What follows belongs to an exercise in optimizing a design on an open flow for small area; a production flow would make more cautious choices. In this exercise RTL edits were held to simulation tests only and were not proved equivalent to the original. Power figures rest on the tool's default switching activity, not on a simulated workload.

## flow/design.v (module list and top-level ports; edited modules follow where they fit)
// module PROCESSOR: 3820 lines
// module c_a222oi: 3 lines
// module c_a22oi: 3 lines
// module c_fa: 4 lines
// module c_mux2: 3 lines
// module c_mux4: 3 lines
// module c_nand2: 3 lines
// module c_nand3: 3 lines
// module c_nand4: 3 lines
// module c_nor3: 3 lines
// module c_or2: 3 lines
// module c_xnor2: 3 lines
// module c_xor2: 3 lines
module PROCESSOR(input reset, clk, input [31:0] instr, output [31:0] pc,
                 output zero_flag, output [31:0] Write_data);
  // ...
==> flow/flow/run.sh <==
#!/bin/bash
# The standard layout flow with one change to synthesis: the design's c_<gate> leaf modules
# are mapped one-to-one onto the library cells of the same function (flow/map_cells.tcl, run as
# ORFS's SYNTH_CANONICALIZE_TCL hook) instead of being flattened and re-mapped by ABC.
set -euo pipefail
bash standard.sh SYNTH_CANONICALIZE_TCL="$PWD/flow/map_cells.tcl" finish > standard_flow.log 2>&1
==> flow/flow/map_cells.tcl <==
# Map the design's c_<gate> leaf modules one-to-one onto the sky130_fd_sc_hd cells of the same
# function and pin names, so that synthesis keeps them as they are.
foreach {c lib} {
  a222oi a222oi_1  a22oi a22oi_1  a21oi a21oi_1  o21ai o21ai_0
  nand2 nand2_1  nand3 nand3_1  nand4 nand4_1  nor2 nor2_1  nor3 nor3_1  nor4 nor4_1
  inv inv_1  xor2 xor2_1  xnor2 xnor2_1  mux2 mux2_1  mux2i mux2i_1  mux4 mux4_2
  fa fa_1  ha ha_1
} {
  yosys chtype -map c_$c sky130_fd_sc_hd__$lib
}
yosys hierarchy -top $::env(DESIGN_NAME)
==> flow/standard.sh <==
#!/bin/bash
# synth_recipe.tcl (not shown) runs the flow's synth.tcl, then flattens the netlist and writes it again
# the make line also repeats each setting of config.mk as NAME=value (left out here)
make -C /OpenROAD-flow-scripts/flow DESIGN_CONFIG=/design/flow/config.mk WORK_HOME=/design/flow/orfs CLKGATE_MAP_FILE= SYNTH_SCRIPT=/design/flow/synth_recipe.tcl "${@:-finish}"
==> flow/config.mk <==
export PLATFORM = sky130hd
export DESIGN_NAME = PROCESSOR
export DESIGN_NICKNAME = PROCESSOR
export VERILOG_FILES = /design/flow/design.v
export SDC_FILE = /design/flow/constraint.sdc
export NUM_CORES = 8
export LEC_CHECK = 0
export CAP_MARGIN = 20
export CORE_MARGIN = 2
export CORE_UTILIZATION = 45
export CTS_BUF_LIST = sky130_fd_sc_hd__clkbuf_8 sky130_fd_sc_hd__clkbuf_16
export CTS_CLUSTER_DIAMETER = 80
export CTS_CLUSTER_SIZE = 25
export SETUP_SLACK_MARGIN = 0.2
export SLEW_MARGIN = 20
==> flow/constraint.sdc <==
create_clock -name core_clock -period 21.0 [get_ports {clk}]
set_input_delay 4.2000 -clock core_clock [delete_from_list [all_inputs] [get_ports {clk}]]
set_output_delay 4.2000 -clock core_clock [all_outputs]
set_load 0.01 [all_outputs]
==> reports/qor.csv, run 1 <==
stage;metric;value;unit
floorplanning;nWellTaps;1637;
cells_and_area;nClkBuffers;53;
cells_and_area;nets;4395;
critical_path;worstPathMaxFanout;11;
cells_and_area;n_sequential_cell;1093;
global_routing;grt_pass1_wl;327000;microns
synthesis;synth_area_leader_cell;edfxtp_1;
hold_path;hold_path_class;reg2reg;
synthesis;yosys-top-cells-count;edfxtp_1 (1024), a222oi_1 (964), fa_1 (235), nand4_1 (193);
critical_path;critical_path_depth;37;
floorplanning;start_util;45.4;%
cells_and_area;drive_gt1_share;14.3;%
cells_and_area;n_antenna_cell;0;
timing;whs;0.512;ns
cells_and_area;num-nonclk-inverters;140;
timing;timing.final.crit_share;97.6;%
drt;drt-vias-per-instance;7.99;
critical_path;r2r_cells;33;
power_and_ir_drop;ir_drop;0.0000741;V
cells_and_area;layout_commonest_cell;edfxtp_1;
drt;wl_met3;38100;microns
power_and_ir_drop;p_total;4.92;mW
critical_path;timing.rr.start;valid[12]$_DFF_PP0_;
power_and_ir_drop;intPower;3.38;mW
critical_path;path_buf_inv;6;
synthesis;syn_inst;3728;
synthesis;ys_seq_elements;1093;
synthesis;synth_top_family_by_area;compound AO/OA/AOI/OAI gates;
critical_path;r2r_slack;9.50;ns
floorplanning;die_x;358;microns
run_status;outcome;timing/DRC/antenna clean;
synthesis;synthTopCellsByArea;edfxtp_1 (55%), a222oi_1 (17%), fa_1 (8.4%);
==> inputs of run 2 (changes only) <==
--- a/flow/design.v
+++ b/flow/design.v
@@ -3740,48 +3740,48 @@
 assign P[24] = pg[24] ^ G5_17;
 assign P[25] = pg[25] ^ G5_18;
 assign P[26] = pg[26] ^ G5_19;
 assign P[27] = pg[27] ^ G5_20;
 assign P[28] = pg[28] ^ G5_21;
 assign P[29] = pg[29] ^ G5_22;
 assign P[30] = pg[30] ^ G5_23;
 assign P[31] = pg[31] ^ G5_24;
-c_mux4 u3325 (.A0(lut[0]), .A1(lut[1]), .A2(lut[2]), .A3(lut[3]), .S0(A[0]), .S1(B[0]), .X(L[0]));
-c_mux4 u3326 (.A0(lut[0]), .A1(lut[1]), .A2(lut[2]), .A3(lut[3]), .S0(A[1]), .S1(B[1]), .X(L[1]));
-c_mux4 u3327 (.A0(lut[0]), .A1(lut[1]), .A2(lut[2]), .A3(lut[3]), .S0(A[2]), .S1(B[2]), .X(L[2]));
-c_mux4 u3328 (.A0(lut[0]), .A1(lut[1]), .A2(lut[2]), .A3(lut[3]), .S0(A[3]), .S1(B[3]), .X(L[3]));
-c_mux4 u3329 (.A0(lut[0]), .A1(lut[1]), .A2(lut[2]), .A3(lut[3]), .S0(A[4]), .S1(B[4]), .X(L[4]));
-c_mux4 u3330 (.A0(lut[0]), .A1(lut[1]), .A2(lut[2]), .A3(lut[3]), .S0(A[5]), .S1(B[5]), .X(L[5]));
-c_mux4 u3331 (.A0(lut[0]), .A1(lut[1]), .A2(lut[2]), .A3(lut[3]), .S0(A[6]), .S1(B[6]), .X(L[6]));
-c_mux4 u3332 (.A0(lut[0]), .A1(lut[1]), .A2(lut[2]), .A3(lut[3]), .S0(A[7]), .S1(B[7]), .X(L[7]));
-c_mux4 u3333 (.A0(lut[0]), .A1(lut[1]), .A2(lut[2]), .A3(lut[3]), .S0(A[8]), .S1(B[8]), .X(L[8]));
-c_mux4 u3334 (.A0(lut[0]), .A1(lut[1]), .A2(lut[2]), .A3(lut[3]), .S0(A[9]), .S1(B[9]), .X(L[9]));
-c_mux4 u3335 (.A0(lut[0]), .A1(lut[1]), .A2(lut[2]), .A3(lut[3]), .S0(A[10]), .S1(B[10]), .X(L[10]));
-c_mux4 u3336 (.A0(lut[0]), .A1(lut[1]), .A2(lut[2]), .A3(lut[3]), .S0(A[11]), .S1(B[11]), .X(L[11]));
-c_mux4 u3337 (.A0(lut[0]), .A1(lut[1]), .A2(lut[2]), .A3(lut[3]), .S0(A[12]), .S1(B[12]), .X(L[12]));
-c_mux4 u3338 (.A0(lut[0]), .A1(lut[1]), .A2(lut[2]), .A3(lut[3]), .S0(A[13]), .S1(B[13]), .X(L[13]));
-c_mux4 u3339 (.A0(lut[0]), .A1(lut[1]), .A2(lut[2]), .A3(lut[3]), .S0(A[14]), .S1(B[14]), .X(L[14]));
-c_mux4 u3340 (.A0(lut[0]), .A1(lut[1]), .A2(lut[2]), .A3(lut[3]), .S0(A[15]), .S1(B[15]), .X(L[15]));
-c_mux4 u3341 (.A0(lut[0]), .A1(lut[1]), .A2(lut[2]), .A3(lut[3]), .S0(A[16]), .S1(B[16]), .X(L[16]));
-c_mux4 u3342 (.A0(lut[0]), .A1(lut[1]), .A2(lut[2]), .A3(lut[3]), .S0(A[17]), .S1(B[17]), .X(L[17]));
-c_mux4 u3343 (.A0(lut[0]), .A1(lut[1]), .A2(lut[2]), .A3(lut[3]), .S0(A[18]), .S1(B[18]), .X(L[18]));
-c_mux4 u3344 (.A0(lut[0]), .A1(lut[1]), .A2(lut[2]), .A3(lut[3]), .S0(A[19]), .S1(B[19]), .X(L[19]));
-c_mux4 u3345 (.A0(lut[0]), .A1(lut[1]), .A2(lut[2]), .A3(lut[3]), .S0(A[20]), .S1(B[20]), .X(L[20]));
-c_mux4 u3346 (.A0(lut[0]), .A1(lut[1]), .A2(lut[2]), .A3(lut[3]), .S0(A[21]), .S1(B[21]), .X(L[21]));
-c_mux4 u3347 (.A0(lut[0]), .A1(lut[1]), .A2(lut[2]), .A3(lut[3]), .S0(A[22]), .S1(B[22]), .X(L[22]));
-c_mux4 u3348 (.A0(lut[0]), .A1(lut[1]), .A2(lut[2]), .A3(lut[3]), .S0(A[23]), .S1(B[23]), .X(L[23]));
-c_mux4 u3349 (.A0(lut[0]), .A1(lut[1]), .A2(lut[2]), .A3(lut[3]), .S0(A[24]), .S1(B[24]), .X(L[24]));
-c_mux4 u3350 (.A0(lut[0]), .A1(lut[1]), .A2(lut[2]), .A3(lut[3]), .S0(A[25]), .S1(B[25]), .X(L[25]));
-c_mux4 u3351 (.A0(lut[0]), .A1(lut[1]), .A2(lut[2]), .A3(lut[3]), .S0(A[26]), .S1(B[26]), .X(L[26]));
-c_mux4 u3352 (.A0(lut[0]), .A1(lut[1]), .A2(lut[2]), .A3(lut[3]), .S0(A[27]), .S1(B[27]), .X(L[27]));
-c_mux4 u3353 (.A0(lut[0]), .A1(lut[1]), .A2(lut[2]), .A3(lut[3]), .S0(A[28]), .S1(B[28]), .X(L[28]));
-c_mux4 u3354 (.A0(lut[0]), .A1(lut[1]), .A2(lut[2]), .A3(lut[3]), .S0(A[29]), .S1(B[29]), .X(L[29]));
-c_mux4 u3355 (.A0(lut[0]), .A1(lut[1]), .A2(lut[2]), .A3(lut[3]), .S0(A[30]), .S1(B[30]), .X(L[30]));
-c_mux4 u3356 (.A0(lut[0]), .A1(lut[1]), .A2(lut[2]), .A3(lut[3]), .S0(A[31]), .S1(B[31]), .X(L[31]));
+c_mux4 u3325 (.A0(lut[0]), .A1(lut[1]), .A2(lut[2]), .A3(lut[3]), .S0(Ap[0]), .S1(B[0]), .X(L[0]));
+c_mux4 u3326 (.A0(lut[0]), .A1(lut[1]), .A2(lut[2]), .A3(lut[3]), .S0(Ap[1]), .S1(B[1]), .X(L[1]));
+c_mux4 u3327 (.A0(lut[0]), .A1(lut[1]), .A2(lut[2]), .A3(lut[3]), .S0(Ap[2]), .S1(B[2]), .X(L[2]));
+c_mux4 u3328 (.A0(lut[0]), .A1(lut[1]), .A2(lut[2]), .A3(lut[3]), .S0(Ap[3]), .S1(B[3]), .X(L[3]));
+c_mux4 u3329 (.A0(lut[0]), .A1(lut[1]), .A2(lut[2]), .A3(lut[3]), .S0(Ap[4]), .S1(B[4]), .X(L[4]));
+c_mux4 u3330 (.A0(lut[0]), .A1(lut[1]), .A2(lut[2]), .A3(lut[3]), .S0(Ap[5]), .S1(B[5]), .X(L[5]));
+c_mux4 u3331 (.A0(lut[0]), .A1(lut[1]), .A2(lut[2]), .A3(lut[3]), .S0(Ap[6]), .S1(B[6]), .X(L[6]));
+c_mux4 u3332 (.A0(lut[0]), .A1(lut[1]), .A2(lut[2]), .A3(lut[3]), .S0(Ap[7]), .S1(B[7]), .X(L[7]));
+c_mux4 u3333 (.A0(lut[0]), .A1(lut[1]), .A2(lut[2]), .A3(lut[3]), .S0(Ap[8]), .S1(B[8]), .X(L[8]));
+c_mux4 u3334 (.A0(lut[0]), .A1(lut[1]), .A2(lut[2]), .A3(lut[3]), .S0(Ap[9]), .S1(B[9]), .X(L[9]));
+c_mux4 u3335 (.A0(lut[0]), .A1(lut[1]), .A2(lut[2]), .A3(lut[3]), .S0(Ap[10]), .S1(B[10]), .X(L[10]));
+c_mux4 u3336 (.A0(lut[0]), .A1(lut[1]), .A2(lut[2]), .A3(lut[3]), .S0(Ap[11]), .S1(B[11]), .X(L[11]));
+c_mux4 u3337 (.A0(lut[0]), .A1(lut[1]), .A2(lut[2]), .A3(lut[3]), .S0(Ap[12]), .S1(B[12]), .X(L[12]));
+c_mux4 u3338 (.A0(lut[0]), .A1(lut[1]), .A2(lut[2]), .A3(lut[3]), .S0(Ap[13]), .S1(B[13]), .X(L[13]));
+c_mux4 u3339 (.A0(lut[0]), .A1(lut[1]), .A2(lut[2]), .A3(lut[3]), .S0(Ap[14]), .S1(B[14]), .X(L[14]));
+c_mux4 u3340 (.A0(lut[0]), .A1(lut[1]), .A2(lut[2]), .A3(lut[3]), .S0(Ap[15]), .S1(B[15]), .X(L[15]));
+c_mux4 u3341 (.A0(lut[0]), .A1(lut[1]), .A2(lut[2]), .A3(lut[3]), .S0(Ap[16]), .S1(B[16]), .X(L[16]));
+c_mux4 u3342 (.A0(lut[0]), .A1(lut[1]), .A2(lut[2]), .A3(lut[3]), .S0(Ap[17]), .S1(B[17]), .X(L[17]));
+c_mux4 u3343 (.A0(lut[0]), .A1(lut[1]), .A2(lut[2]), .A3(lut[3]), .S0(Ap[18]), .S1(B[18]), .X(L[18]));
+c_mux4 u3344 (.A0(lut[0]), .A1(lut[1]), .A2(lut[2]), .A3(lut[3]), .S0(Ap[19]), .S1(B[19]), .X(L[19]));
+c_mux4 u3345 (.A0(lut[0]), .A1(lut[1]), .A2(lut[2]), .A3(lut[3]), .S0(Ap[20]), .S1(B[20]), .X(L[20]));
+c_mux4 u3346 (.A0(lut[0]), .A1(lut[1]), .A2(lut[2]), .A3(lut[3]), .S0(Ap[21]), .S1(B[21]), .X(L[21]));
+c_mux4 u3347 (.A0(lut[0]), .A1(lut[1]), .A2(lut[2]), .A3(lut[3]), .S0(Ap[22]), .S1(B[22]), .X(L[22]));
+c_mux4 u3348 (.A0(lut[0]), .A1(lut[1]), .A2(lut[2]), .A3(lut[3]), .S0(Ap[23]), .S1(B[23]), .X(L[23]));
+c_mux4 u3349 (.A0(lut[0]), .A1(lut[1]), .A2(lut[2]), .A3(lut[3]), .S0(Ap[24]), .S1(B[24]), .X(L[24]));
+c_mux4 u3350 (.A0(lut[0]), .A1(lut[1]), .A2(lut[2]), .A3(lut[3]), .S0(Ap[25]), .S1(B[25]), .X(L[25]));
+c_mux4 u3351 (.A0(lut[0]), .A1(lut[1]), .A2(lut[2]), .A3(lut[3]), .S0(Ap[26]), .S1(B[26]), .X(L[26]));
+c_mux4 u3352 (.A0(lut[0]), .A1(lut[1]), .A2(lut[2]), .A3(lut[3]), .S0(Ap[27]), .S1(B[27]), .X(L[27]));
+c_mux4 u3353 (.A0(lut[0]), .A1(lut[1]), .A2(lut[2]), .A3(lut[3]), .S0(Ap[28]), .S1(B[28]), .X(L[28]));
+c_mux4 u3354 (.A0(lut[0]), .A1(lut[1]), .A2(lut[2]), .A3(lut[3]), .S0(Ap[29]), .S1(B[29]), .X(L[29]));
+c_mux4 u3355 (.A0(lut[0]), .A1(lut[1]), .A2(lut[2]), .A3(lut[3]), .S0(Ap[30]), .S1(B[30]), .X(L[30]));
+c_mux4 u3356 (.A0(lut[0]), .A1(lut[1]), .A2(lut[2]), .A3(lut[3]), .S0(Ap[31]), .S1(B[31]), .X(L[31]));
 c_a222oi u3357 (.A1(selP), .A2(P[1]), .B1(selR), .B2(P[30]), .C1(selL), .C2(L[1]), .Y(resn[1]));
 c_a222oi u3358 (.A1(selP), .A2(P[2]), .B1(selR), .B2(P[29]), .C1(selL), .C2(L[2]), .Y(resn[2]));
 c_a222oi u3359 (.A1(selP), .A2(P[3]), .B1(selR), .B2(P[28]), .C1(selL), .C2(L[3]), .Y(resn[3]));
 c_a222oi u3360 (.A1(selP), .A2(P[4]), .B1(selR), .B2(P[27]), .C1(selL), .C2(L[4]), .Y(resn[4]));
 c_a222oi u3361 (.A1(selP), .A2(P[5]), .B1(selR), .B2(P[26]), .C1(selL), .C2(L[5]), .Y(resn[5]));
 c_a222oi u3362 (.A1(selP), .A2(P[6]), .B1(selR), .B2(P[25]), .C1(selL), .C2(L[6]), .Y(resn[6]));
 c_a222oi u3363 (.A1(selP), .A2(P[7]), .B1(selR), .B2(P[24]), .C1(selL), .C2(L[7]), .Y(resn[7]));
 c_a222oi u3364 (.A1(selP), .A2(P[8]), .B1(selR), .B2(P[23]), .C1(selL), .C2(L[8]), .Y(resn[8]));
@@ -3803,17 +3803,17 @@
 c_a222oi u3380 (.A1(selP), .A2(P[24]), .B1(selR), .B2(P[7]), .C1(selL), .C2(L[24]), .Y(resn[24]));
 c_a222oi u3381 (.A1(selP), .A2(P[25]), .B1(selR), .B2(P[6]), .C1(selL), .C2(L[25]), .Y(resn[25]));
 c_a222oi u3382 (.A1(selP), .A2(P[26]), .B1(selR), .B2(P[5]), .C1(selL), .C2(L[26]), .Y(resn[26]));
 c_a222oi u3383 (.A1(selP), .A2(P[27]), .B1(selR), .B2(P[4]), .C1(selL), .C2(L[27]), .Y(resn[27]));
 c_a222oi u3384 (.A1(selP), .A2(P[28]), .B1(selR), .B2(P[3]), .C1(selL), .C2(L[28]), .Y(resn[28]));
 c_a222oi u3385 (.A1(selP), .A2(P[29]), .B1(selR), .B2(P[2]), .C1(selL), .C2(L[29]), .Y(resn[29]));
 c_a222oi u3386 (.A1(selP), .A2(P[30]), .B1(selR), .B2(P[1]), .C1(selL), .C2(L[30]), .Y(resn[30]));
 c_a222oi u3387 (.A1(selP), .A2(P[31]), .B1(selR), .B2(P[0]), .C1(selL), .C2(L[31]), .Y(resn[31]));
-wire borrow = (~A[31] & B[31]) | (~(A[31] ^ B[31]) & P[31]);
+wire borrow = (~Ap[31] & B[31]) | (~(Ap[31] ^ B[31]) & P[31]);
 wire zeroP = ~|P;
 wire cmp = opSlt ? borrow : (~borrow & ~zeroP);
 assign resn[0] = ~((selP & P[0]) | (selR & P[31]) | (selL & L[0]) | (opCmp & cmp));
 reg [31:0] wdn;
 always @(posedge clk) wdn <= resn;
 assign Write_data = ~(wdn | {32{reset}});
 wire zeroL = ~|L;
 assign zero_flag = reset | ((selP | selR) & zeroP) | (selL & zeroL) | (opCmp & ~cmp) | (opShift & shBig);
==> flow/flow/run.sh (replaced) <==
#!/bin/bash
# The standard layout flow with two changes:
# - synthesis: the design's c_<gate> leaf modules are mapped one-to-one onto the library cells
#   of the same function (flow/map_cells.tcl, run as ORFS's SYNTH_CANONICALIZE_TCL hook)
#   instead of being flattened and re-mapped by ABC;
# - placement: the buffer put on every input and output port is buf_1 instead of the
#   buffer_ports default.
set -euo pipefail
bash standard.sh SYNTH_CANONICALIZE_TCL="$PWD/flow/map_cells.tcl" \
  BUFFER_PORTS_ARGS="-buffer_cell sky130_fd_sc_hd__buf_1" finish > standard_flow.log 2>&1
==> flow/flow/map_cells.tcl (replaced) <==
# Map the design's c_<gate> leaf modules one-to-one onto the sky130_fd_sc_hd cells of the same
# function and pin names, so that synthesis keeps them as they are.
foreach {c lib} {
  a222oi a222oi_1  a22oi a22oi_1  a21oi a21oi_1  o21ai o21ai_0
  or2 or2_0  nand2 nand2_1  nand3 nand3_1  nand4 nand4_1  nor2 nor2_1  nor3 nor3_1  nor4 nor4_1
  inv inv_1  xor2 xor2_1  xnor2 xnor2_1  mux2 mux2_1  mux2i mux2i_1  mux4 mux4_2
  fa fa_1  ha ha_1
} {
  yosys chtype -map c_$c sky130_fd_sc_hd__$lib
}
yosys hierarchy -top $::env(DESIGN_NAME)
==> reports/qor.csv, run 2 <==
stage;metric;value;unit;change
timing;setup_viol;0;;unchanged
critical_path;path_buf_inv;6;;unchanged
hold_path;whs_path_depth;1;;unchanged
job;maxCapViolations;0;;unchanged
place;place.gp.congestion;0.999;;about the same
clock_tree;clk_latency;0.71;ns;was 0.72 ns
synthesis;ys_warn_count;1;;unchanged
timing;fin_crit;20.04;ns;was 20.49 ns
synthesis;synth_ff_type;edfxtp_1;;unchanged
timing;whs;0.501;ns;was 0.512 ns
clock_tree;cts_buffer_depth;3;;unchanged
timing;slew_viol_final;0;;unchanged
timing;timing.final.crit_share;95.4;%;was 97.6%
synthesis;synthTopCellsByArea;edfxtp_1 (55%), a222oi_1 (17%), fa_1 (8.4%);;unchanged
critical_path;timing.rr.start;valid[5]$_DFF_PP0_;;was valid[12]$_DFF_PP0_
critical_path;crit_slowest_cell;and3_1;;was o32ai_2
floorplanning;die_x;357;microns;was 358 microns
hold_path;min_to;pcq[3]$_DFF_PP0_;;unchanged
drt;drc_errors;0;;unchanged
power_and_ir_drop;ir_drop;0.000100;V;was 0.0000741 V
place;placed_area;60400;sq um;was 61400 sq um
clock_tree;cts-htree-levels;2;;unchanged
clock_tree;clock_sinks;1093;;unchanged
global_routing;grt_start_max_net_pins;65;;unchanged
synthesis;ys_seq_elements;1093;;unchanged
global_routing;overflow;0;;unchanged
synthesis;synthArstFlopShare;3.39;%;unchanged
critical_path;r2r_cells;34;;was 33
timing;fin_skew;0.0746;ns;was 0.0441 ns
critical_path;critical_path_class;in2out;;unchanged
clock_tree;cts_buffers;52;;unchanged
timing;rsz0062_at_grt;no;;unchanged
critical_path;crit_path_frequent_cell;fa_1;;unchanged
critical_path;r2r_end;q3[0]$_DFFE_PP_;;was q8[31]$_DFFE_PP_
cells_and_area;fin_area;62100;sq um;was 63100 sq um
clock_tree;cts_resized;0;;unchanged
critical_path;crit_arrival;15.84;ns;was 16.29 ns
clock_tree;cts_hold_buf;0;;unchanged
global_routing;grt_pass1_vias;44288;;was 44119
drt;drt_wl_total;238000;microns;was 235000 microns
critical_path;worstPathRequired;16.80;ns;about the same
place;portBuffers;71;;unchanged
place;pre_cts_slack;1.36;ns;was 0.528 ns
floorplanning;core;124000;sq um;about the same
cells_and_area;final_cell_mix;edfxtp_1 (1024), a222oi_1 (965), buf_4 (242);;was edfxtp_1 (1024), a222oi_1 (964), buf_4 (291)
drt;drt-vias-per-instance;8.17;;was 7.99
drt;wl_per_cell;41.8;microns;was 40.7 microns
cells_and_area;drive_gt1_share;12.3;%;was 14.3%
critical_path;max_stage_delay;0.86;ns;was 0.89 ns
clock_tree;cts-root-buf;clkbuf_16;;unchanged
global_routing;antenna_found_initial;20;;was 6
global_routing;grt_pass1_wl;330000;microns;was 327000 microns
cells_and_area;finish.utilization;50.1;%;was 50.9%
cells_and_area;syn_to_final_growth;10.5;%;was 12.1%
critical_path;worstSetupEndpointType;output pin;;unchanged
drt;ant_nets;0;;unchanged
cells_and_area;layout_commonest_cell;edfxtp_1;;unchanged
timing;finalHoldViolations;0;;unchanged
synthesis;syn_inst;3722;;was 3728
clock_tree;cts_setup_buffers;0;;unchanged
synthesis;synth.distinct_cells;87;;was 101
clock_tree;clkTransAtPathRegs;0.09;ns;about the same
cells_and_area;finalNonFillerCells;5701;;was 5776
synthesis;avgSynthCellArea;15.1;sq um;about the same
clock_tree;cts_tree;done;;unchanged
synthesis;synth-seq-area-share;57.5;%;was 57.4%
timing;slew_headroom;15.8;%;was 14.1%
power_and_ir_drop;p_leak;18.6;nW;was 19.4 nW
floorplanning;start_util;45.4;%;about the same
synthesis;synth_edf_count;1024;;unchanged
place;hpwl;153000;microns;was 155000 microns
floorplanning;dieHeight;357;microns;was 358 microns
synthesis;synth_top_area_share;54.7;%;was 54.6%
hold_path;hold_start;pcq[4]$_DFF_PP0_;;unchanged
synthesis;synth_most_common_cell;edfxtp_1;;unchanged
drt;first_iter_violations;14897;;was 14404
timing;clock.fmax;0.0499;GHz;was 0.0488 GHz
synthesis;yosys-top-cells-count;edfxtp_1 (1024), a222oi_1 (965), fa_1 (235), nand4_1 (191), inv_1 (140);;was edfxtp_1 (1024), a222oi_1 (964), fa_1 (235), nand4_1 (193)
hold_path;hold_path_class;reg2reg;;unchanged
power_and_ir_drop;p_total;4.61;mW;was 4.92 mW
timing;tightest_slew;1.26;ns;was 1.29 ns
synthesis;synth_area_leader_cell;edfxtp_1;;unchanged
drt;drt_pre_antenna_iters;23;;was 21
power_and_ir_drop;power_density;74.4;nW/um^2;was 78.0 nW/um^2
drt;num_vias;46592;;was 46132
floorplanning;rows;129;;unchanged
critical_path;r2r_slack;8.92;ns;was 9.50 ns
cells_and_area;nFillCells;10450;;was 10536
timing;setup_tns;0;ns;unchanged
cells_and_area;nets;4330;;was 4395
floorplanning;io_pins;99;;unchanged
run_status;outcome;timing/DRC/antenna clean;;unchanged
place;placed_cells;5617;;was 5683
timing;setup_ws;0.956;ns;was 0.507 ns
critical_path;worstPathMaxFanout;18;;was 11
floorplanning;die-area;128000;sq um;about the same
critical_path;path_delay_family;compound AO/OA/AOI/OAI gates;;unchanged
critical_path;startpoint_type;primary input;;unchanged
global_routing;grt_usage;36.2;%;was 35.7%
synthesis;syn_area;56200;sq um;was 56300 sq um
-- run 2: changes by cell type after synthesis, sizes merged, moves of 8 or more --
cell,change
or2,+9
xor2,+35
and2,-8
xnor2,-29
o21ai,+12
a21oi,-11
-- run 2: routing by layer --
| metal | GRT usage (%) | part of all wire [%] | up-vias | wire, microns |
|---|---|---|---|---|
| met5 | 0.852 | 0.12 | - | 279 |
| met4 | 15.7 | 5.5 | 20 | 13100 |
| met3 | 14.1 | 18 | 951 | 42200 |
| met2 | 53.5 | 43 | 4798 | 101000 |
| met1 | 47.3 | 34 | 23089 | 81200 |
| li1 | - | - | 17734 | - |
-- run 2: how the worst max path moves through the flow --
| stage | slack [ns] | cells after the start | from | end |
|---|---|---|---|---|
| final | 0.96 | 37 | instr[6] | zero_flag |
| after floorplan | 2.51 | 32 | instr[20] | zero_flag |
| after global routing | 0.51 | 37 | instr[6] | zero_flag |
| after global placement | 1.49 | 37 | instr[6] | zero_flag |
| after detailed placement | 1.36 | 37 | instr[6] | zero_flag |
| after CTS | 1.32 | 37 | instr[6] | zero_flag |
-- run 2: cell families after synthesis --
group	Yosys count	share of synthesized area [%]
AND/OR/NAND/NOR	756	7.26
flip-flops	1093	57.5
multiplexers	83	2.51
buffers and inverters	224	1.74
adder cells (fa/ha/maj)	261	8.95
AO/OA/AOI/OAI	1173	20.0
XOR/XNOR	131	2.06
other	1	0.00667
-- run 2: where the power goes --
part / total, mW / switching (mW) / internal [mW]
sequential: 2.57 / 0.0405 / 2.53
clock: 1.19 / 0.697 / 0.491
combinational: 0.857 / 0.666 / 0.191
-- run 2: final cells by class --
class | count | area (sq um) | area share (%)
flip-flops and latches | 1093 | 32300 | 52.1
multi-input cells | 2431 | 23500 | 37.8
repair buffers | 316 | 2120 | 3.42
well taps | 1637 | 2050 | 3.30
clock buffers | 53 | 1330 | 2.14
inverters | 141 | 529 | 0.853
clock inverters | 24 | 234 | 0.377
diodes | 6 | 15.0 | 0.0242

## separate check: timing with driven ports
No port has a modelled driver above. Below, the same layouts with a new extraction and two added sets of constraints.
Step 1: set_driving_cell puts a clkbuf_16 on clk and a buf_2 on each other input, an assumption about the parent block.
Step 2, shift: input delay + t, output delay - t, t = (earliest + latest rising clock arrival at the registers) / 2. This alone moves slack from input paths to output paths.
a / b / c = ideal ports / drivers / drivers and shift; a / b = the first two.
run	shift t [ns]	setup WS [ns]	worst setup path after step 2	worst register clock-pin slew, ns
run 1	0.780	0.507 / 0.480 / 0.480	input to output	0.11 / 0.11
run 2	0.749	0.956 / 0.932 / 0.932	input to output	0.11 / 0.11
After both steps setup and hold are still met in every run listed. For run 1, which loses most, drivers alone change the setup slack by -0.027 ns; drivers and shift together by -0.027 ns.
